What follows belongs to an exercise in optimizing a design on an open flow for small area; a production flow would make more cautious choices.
Only simulation tests tie the RTL to the original design; equivalence was not proved.
Power and IR drop assume default switching activity.

==> flow/design.v <==
module top_module (
  in_clk, in_restart,
  in_inserted_5, in_inserted_1, in_inserted_05, in_inserted_025,
  in_sel_a, in_sel_b, in_sel_c, in_sel_d,
  in_next, in_finish,
  out_change,
  out_stock_a, out_stock_b, out_stock_c, out_stock_d,
  out_csel_a, out_csel_b, out_csel_c, out_csel_d,
  out_change_1, out_change_05, out_change_025,
  out_spit_a, out_spit_b, out_spit_c, out_spit_d,
  out_state, out_sol_ok
);
input wire in_clk;
input wire in_restart;
input wire in_inserted_5;
input wire in_inserted_1;
input wire in_inserted_05;
input wire in_inserted_025;
input wire in_sel_a;
input wire in_sel_b;
input wire in_sel_c;
input wire in_sel_d;
input wire in_next;
input wire in_finish;
output wire signed [15:0] out_change;
output wire out_stock_a;
output wire out_stock_b;
output wire out_stock_c;
output wire out_stock_d;
output wire out_csel_a;
output wire out_csel_b;
output wire out_csel_c;
output wire out_csel_d;
output wire [7:0] out_change_1;
output wire out_change_05;
output wire out_change_025;
output wire out_spit_a;
output wire out_spit_b;
output wire out_spit_c;
output wire out_spit_d;
output wire [1:0] out_state;
output wire out_sol_ok;
main_FSM main_FSM_dut (
  .in_clk (in_clk),
  .in_restart (in_restart),
  .in_next (in_next),
  .in_finish (in_finish),
  .out_state (out_state)
);
dp dp_dut (
  .in_clk (in_clk),
  .in_restart (in_restart),
  .in_state (out_state),
  .in_inserted_5 (in_inserted_5),
  .in_inserted_1 (in_inserted_1),
  .in_inserted_05 (in_inserted_05),
  .in_inserted_025 (in_inserted_025),
  .in_sel_a (in_sel_a),
  .in_sel_b (in_sel_b),
  .in_sel_c (in_sel_c),
  .in_sel_d (in_sel_d),
  .out_change (out_change),
  .out_stock_a (out_stock_a),
  .out_stock_b (out_stock_b),
  .out_stock_c (out_stock_c),
  .out_stock_d (out_stock_d),
  .out_csel_a (out_csel_a),
  .out_csel_b (out_csel_b),
  .out_csel_c (out_csel_c),
  .out_csel_d (out_csel_d),
  .out_change_1 (out_change_1),
  .out_change_05 (out_change_05),
  .out_change_025 (out_change_025),
  .out_spit_a (out_spit_a),
  .out_spit_b (out_spit_b),
  .out_spit_c (out_spit_c),
  .out_spit_d (out_spit_d),
  .out_sol_ok (out_sol_ok)
);
endmodule
module main_FSM (in_clk, in_restart, in_next, in_finish, out_state);
  input wire in_clk, in_restart, in_next, in_finish;
  output reg [1:0] out_state;
  wire st_start = ~out_state[1] & out_state[0];
  always @(posedge in_clk) begin
    out_state[0] <= ~(in_restart | (st_start & in_next));
    out_state[1] <= ~in_restart & st_start & (in_next | in_finish);
  end
endmodule
module dp (
  in_clk, in_restart, in_state,
  in_sel_a, in_sel_b, in_sel_c, in_sel_d,
  in_inserted_5, in_inserted_1, in_inserted_05, in_inserted_025,
  out_stock_a, out_stock_b, out_stock_c, out_stock_d,
  out_csel_a, out_csel_b, out_csel_c, out_csel_d,
  out_spit_a, out_spit_b, out_spit_c, out_spit_d,
  out_change, out_change_1, out_change_05, out_change_025, out_sol_ok
);
  input wire in_clk, in_restart;
  input wire [1:0] in_state;
  input wire in_sel_a, in_sel_b, in_sel_c, in_sel_d;
  input wire in_inserted_5, in_inserted_1, in_inserted_05, in_inserted_025;
  output wire out_stock_a, out_stock_b, out_stock_c, out_stock_d;
  output reg out_csel_a, out_csel_b, out_csel_c, out_csel_d;
  output reg out_spit_a, out_spit_b, out_spit_c, out_spit_d;
  output wire signed [15:0] out_change;
  output reg [7:0] out_change_1;
  output reg out_change_05, out_change_025;
  output wire out_sol_ok;
  wire idle   = ~in_state[1] & ~in_state[0];
  wire start  = ~in_state[1] &  in_state[0];
  wire sitem  =  in_state[1] & ~in_state[0];
  wire smoney =  in_state[1] &  in_state[0];
  reg       item_a;
  reg [2:0] item_b, item_c, item_d;
  reg [14:0] money;
  reg [7:0] dollar_1_num, dollar_05_num, dollar_025_num;
  assign out_stock_a = item_a;
  assign out_stock_b = item_b[2];
  assign out_stock_c = item_c[2];
  assign out_stock_d = item_d[2];
  wire [4:0] price = (out_csel_a ? 5'd7 : 5'd0) + (out_csel_b ? 5'd6 : 5'd0) +
                     (out_csel_c ? 5'd5 : 5'd0) + (out_csel_d ? 5'd4 : 5'd0);
  wire        borrow;
  wire [14:0] change;
  assign {borrow, change} = {1'b0, money} - {11'd0, price};
  assign out_change = {change, 1'b0};
  assign out_sol_ok = change[14] |
                      ((dollar_1_num >= change[9:2]) &
                       ((|dollar_05_num) | ~change[1]) &
                       ((|dollar_025_num) | ~change[0]));
  wire buy = in_state[1] & ~borrow & out_sol_ok;
  wire [9:0] pay = ~smoney ? 10'd0 :
                   buy ? (change[14] ? 10'd0 : change[9:0]) : money[9:0];
  wire [4:0] coins = {in_inserted_5, 1'b0, in_inserted_5, 2'b00} +
                     {2'b00, in_inserted_1, in_inserted_05, in_inserted_025};
  wire [4:0] coins_g = start ? coins : 5'd0;
  always @(posedge in_clk) begin
    if (in_restart)
      money <= {10'd0, price};
    else if (idle | smoney)
      money <= 15'd0;
    else if (sitem & buy)
      money <= change;
    else
      money <= money + {10'd0, coins_g};
    if (idle) begin
      dollar_1_num   <= 8'd2;
      dollar_05_num  <= 8'd2;
      dollar_025_num <= 8'd0;
    end else begin
      dollar_1_num   <= dollar_1_num + (start ? {7'd0, in_inserted_1} : ~{pay[9:2]}) + {7'd0, ~start};
      dollar_05_num  <= dollar_05_num + {{7{pay[1]}}, pay[1] | (start & in_inserted_05)};
      dollar_025_num <= dollar_025_num + {{7{pay[0]}}, pay[0] | (start & in_inserted_025)};
    end
    if (~in_restart) begin
      if (idle | smoney | buy) begin
        out_csel_a <= 1'b0; out_csel_b <= 1'b0; out_csel_c <= 1'b0; out_csel_d <= 1'b0;
      end else if (start) begin
        if (in_sel_a) out_csel_a <= out_stock_a & ~out_csel_a;
        if (in_sel_b) out_csel_b <= out_stock_b & ~out_csel_b;
        if (in_sel_c) out_csel_c <= out_stock_c & ~out_csel_c;
        if (in_sel_d) out_csel_d <= out_stock_d & ~out_csel_d;
      end
      out_spit_a <= buy & out_csel_a;
      out_spit_b <= buy & out_csel_b;
      out_spit_c <= buy & out_csel_c;
      out_spit_d <= buy & out_csel_d;
      if (idle) begin
        item_a <= 1'b1; item_b <= 3'b101; item_c <= 3'b101; item_d <= 3'b101;
      end else if (buy) begin
        if (out_csel_a) item_a <= 1'b0;
        if (out_csel_b) item_b <= {item_b[1] | item_b[0], item_b[0], item_b[0] & ~item_b[1]};
        if (out_csel_c) item_c <= {item_c[1] | item_c[0], item_c[0], item_c[0] & ~item_c[1]};
        if (out_csel_d) item_d <= {item_d[1] | item_d[0], item_d[0], item_d[0] & ~item_d[1]};
      end
      if (in_state[0])
        {out_change_1, out_change_05, out_change_025} <= pay;
    end
  end
endmodule
clock: 10.0 ns
lec_check: 0
cap_margin: 20
core_margin: 2
core_utilization: 40
cts_buf_list: sky130_fd_sc_hd__clkbuf_8
cts_cluster_diameter: 500
cts_cluster_size: 100
slew_margin: 20
run.sh (not shown) runs the stock make flow with config.mk's settings and CLKGATE_MAP_FILE= SYNTH_SCRIPT=/design/flow/synth_recipe.tcl, a recipe that flattens the netlist after the stock synthesis.
The first run completed without violations.
Then changed:
- CORE_UTILIZATION: 40 -> 60
- CTS_BUF_LIST: sky130_fd_sc_hd__clkbuf_8 -> sky130_fd_sc_hd__clkbuf_16
What happened: Register-to-register slack loses 20 ps. Sequential power is about the same. Non-clock buffer count falls by 1. Via count grows by 0.82%. First-iteration DRC count rose by 6.7%. Setup slack gains 64 ps.
Then changed:
- CORE_UTILIZATION: 60 -> 40
- CTS_BUF_LIST: sky130_fd_sc_hd__clkbuf_16 -> not set
- CTS_CLUSTER_DIAMETER: 500 -> not set
- CTS_CLUSTER_SIZE: 100 -> not set
After rerunning:
- first-iteration DRC count rose by 7.1%
- sequential share of layout area fell by 0.33 points
- fmax fell by 0.57%
- die area rose by about 50%
- total power fell by 0.54%
- global-route usage fell by 8.0 points
- worst hold slack improves by 6.5 ps
- design area rose by 1.2%
- routed wire length rose by 4.0%

* * *

top_module, a different RTL version from the one above (not shown whole).
Size in the first run: ~420 cells after synthesis, about 66 flip-flops, about 3600 um2 of cells after synthesis.
Settings: LEC_CHECK=0, CAP_MARGIN=20, CORE_MARGIN=2, CORE_UTILIZATION=85, SLEW_MARGIN=20; clock period 10.0 ns.
standard.sh (not shown) runs the stock make flow with config.mk's settings and CLKGATE_MAP_FILE= SYNTH_SCRIPT=/design/flow/synth_recipe.tcl, a recipe that flattens the netlist after the stock synthesis.
==> flow/flow/run.sh <==
#!/bin/bash
# Own layout flow: the standard ORFS flow (standard.sh) with
#  - synthesis: the standard flow's script, but ABC maps with the area script in
#    flow/area.abc and Yosys's adder cells are not used (ADDER_MAP_FILE empty),
#    so ABC optimises the arithmetic too; registers are unchanged;
#  - port buffers of type buf_1;
#  - a clock tree of small clock buffers, without dummy loads.
set -euo pipefail
W=$PWD
{
  echo 'proc abc {args} {'
  echo '  set i [lsearch -exact $args -script]'
  echo '  if {$i >= 0} { lset args [expr {$i + 1}] $::env(AREA_ABC_SCRIPT) }'
  echo '  yosys abc {*}$args'
  echo '}'
  cat "$W/synth_recipe.tcl"
} > "$W/area_synth.tcl"
sed -e "s|SYNTH_SCRIPT=[^ ]*|SYNTH_SCRIPT=$W/area_synth.tcl ADDER_MAP_FILE=|" "$W/standard.sh" > "$W/area_standard.sh"
grep -q "area_synth.tcl ADDER_MAP_FILE=" "$W/area_standard.sh"
export AREA_ABC_SCRIPT="$W/flow/area.abc"
export BUFFER_PORTS_ARGS="-buffer_cell sky130_fd_sc_hd__buf_1"
export CTS_ARGS="-sink_clustering_enable -repair_clock_nets -buf_list sky130_fd_sc_hd__clkbuf_4 -dont_use_dummy_load"
bash "$W/area_standard.sh" > "$W/flow.log" 2>&1
==> flow/flow/area.abc <==
strash
&get -n
&deepsyn -T 60
&put
dch -f
&get -n
&nf -R 1000
&put
topo
The starting point ended with an error in global placement without I/O with GPL-0301.
Edit:
- CORE_UTILIZATION: 85 -> 75
- GPL_TIMING_DRIVEN: default -> 0
Effect:
- With this change the flow finished clean
- synthesized cell count is unchanged
- synthesized area stays the same
Edit:
- GPL_TIMING_DRIVEN: 0 -> default
=> Via count increases by 0.69%. Clock-buffer cell count is unchanged. Cell count does not change. Cell area is unchanged. Setup slack is better by 0.41 ns. Total power barely changes. Die area stays the same. Core utilization stays the same. Register-to-register slack is better by 0.41 ns. Fmax goes up by 4.8%.
Edit:
==> flow/flow/area.abc (replaced) <==
strash
&get -n
&deepsyn -T 30
&dch -f
&nf -R 2000
&st
&dch -f
&nf -R 2000
&put
topo
Worst hold slack gains 0.021 ns.
Die area went down by 1.2%.
Via count stays flat.
Area after synthesis fell by 1.3%.
Total power increases by 4.5%.
Design area drops by 0.96%.
Worst setup slack degrades by 0.081 ns.
Count of clock-buffer cells in the layout is unchanged.
Clock skew rises by 0.0032 ns.
Sequential share of layout area is higher by 0.39 points.

[separate check: timing with driven ports]
The results above use ideal ports. As a check the final layouts listed here were re-extracted and re-timed, cells and wires unchanged. Step 1 (the two cells are an assumption about what drives the block):
set clk [get_ports {in_clk}]
set_driving_cell -lib_cell sky130_fd_sc_hd__clkbuf_16 $clk
set_driving_cell -lib_cell sky130_fd_sc_hd__buf_2 [delete_from_list [all_inputs] $clk]
Step 2 moves the port delays by t, midway between the first and last clock arrival at a register: inputs arrive t later, outputs are due t later. That takes back most of the time a late clock gives input paths. a / b / c = ideal / step 1 / step 2; a / b = the first two.
run	t (ns)	slack for setup (ns)	hold slack, ns	worst setup path after step 2	worst slew at a driven data input, ns
the first run of note 1	0.402	1.992 / 1.959 / 2.190	0.545 / 0.545 / 0.545	register to register	0.03
the second run of note 1	0.366	2.055 / 2.017 / 2.166	0.531 / 0.531 / 0.531	register to register	0.04
the third run of note 1	0.386	2.010 / 1.973 / 2.169	0.537 / 0.537 / 0.537	register to register	0.03
the second run of note 2	0.413	1.224 / 1.224 / 1.224	0.450 / 0.450 / 0.450	register to register	0.04
the third run of note 2	0.430	1.629 / 1.629 / 1.629	0.470 / 0.470 / 0.470	register to register	0.04
the fourth run of note 2	0.435	1.548 / 1.548 / 1.548	0.491 / 0.491 / 0.491	register to register	0.03
After both steps every run listed still meets setup and hold.
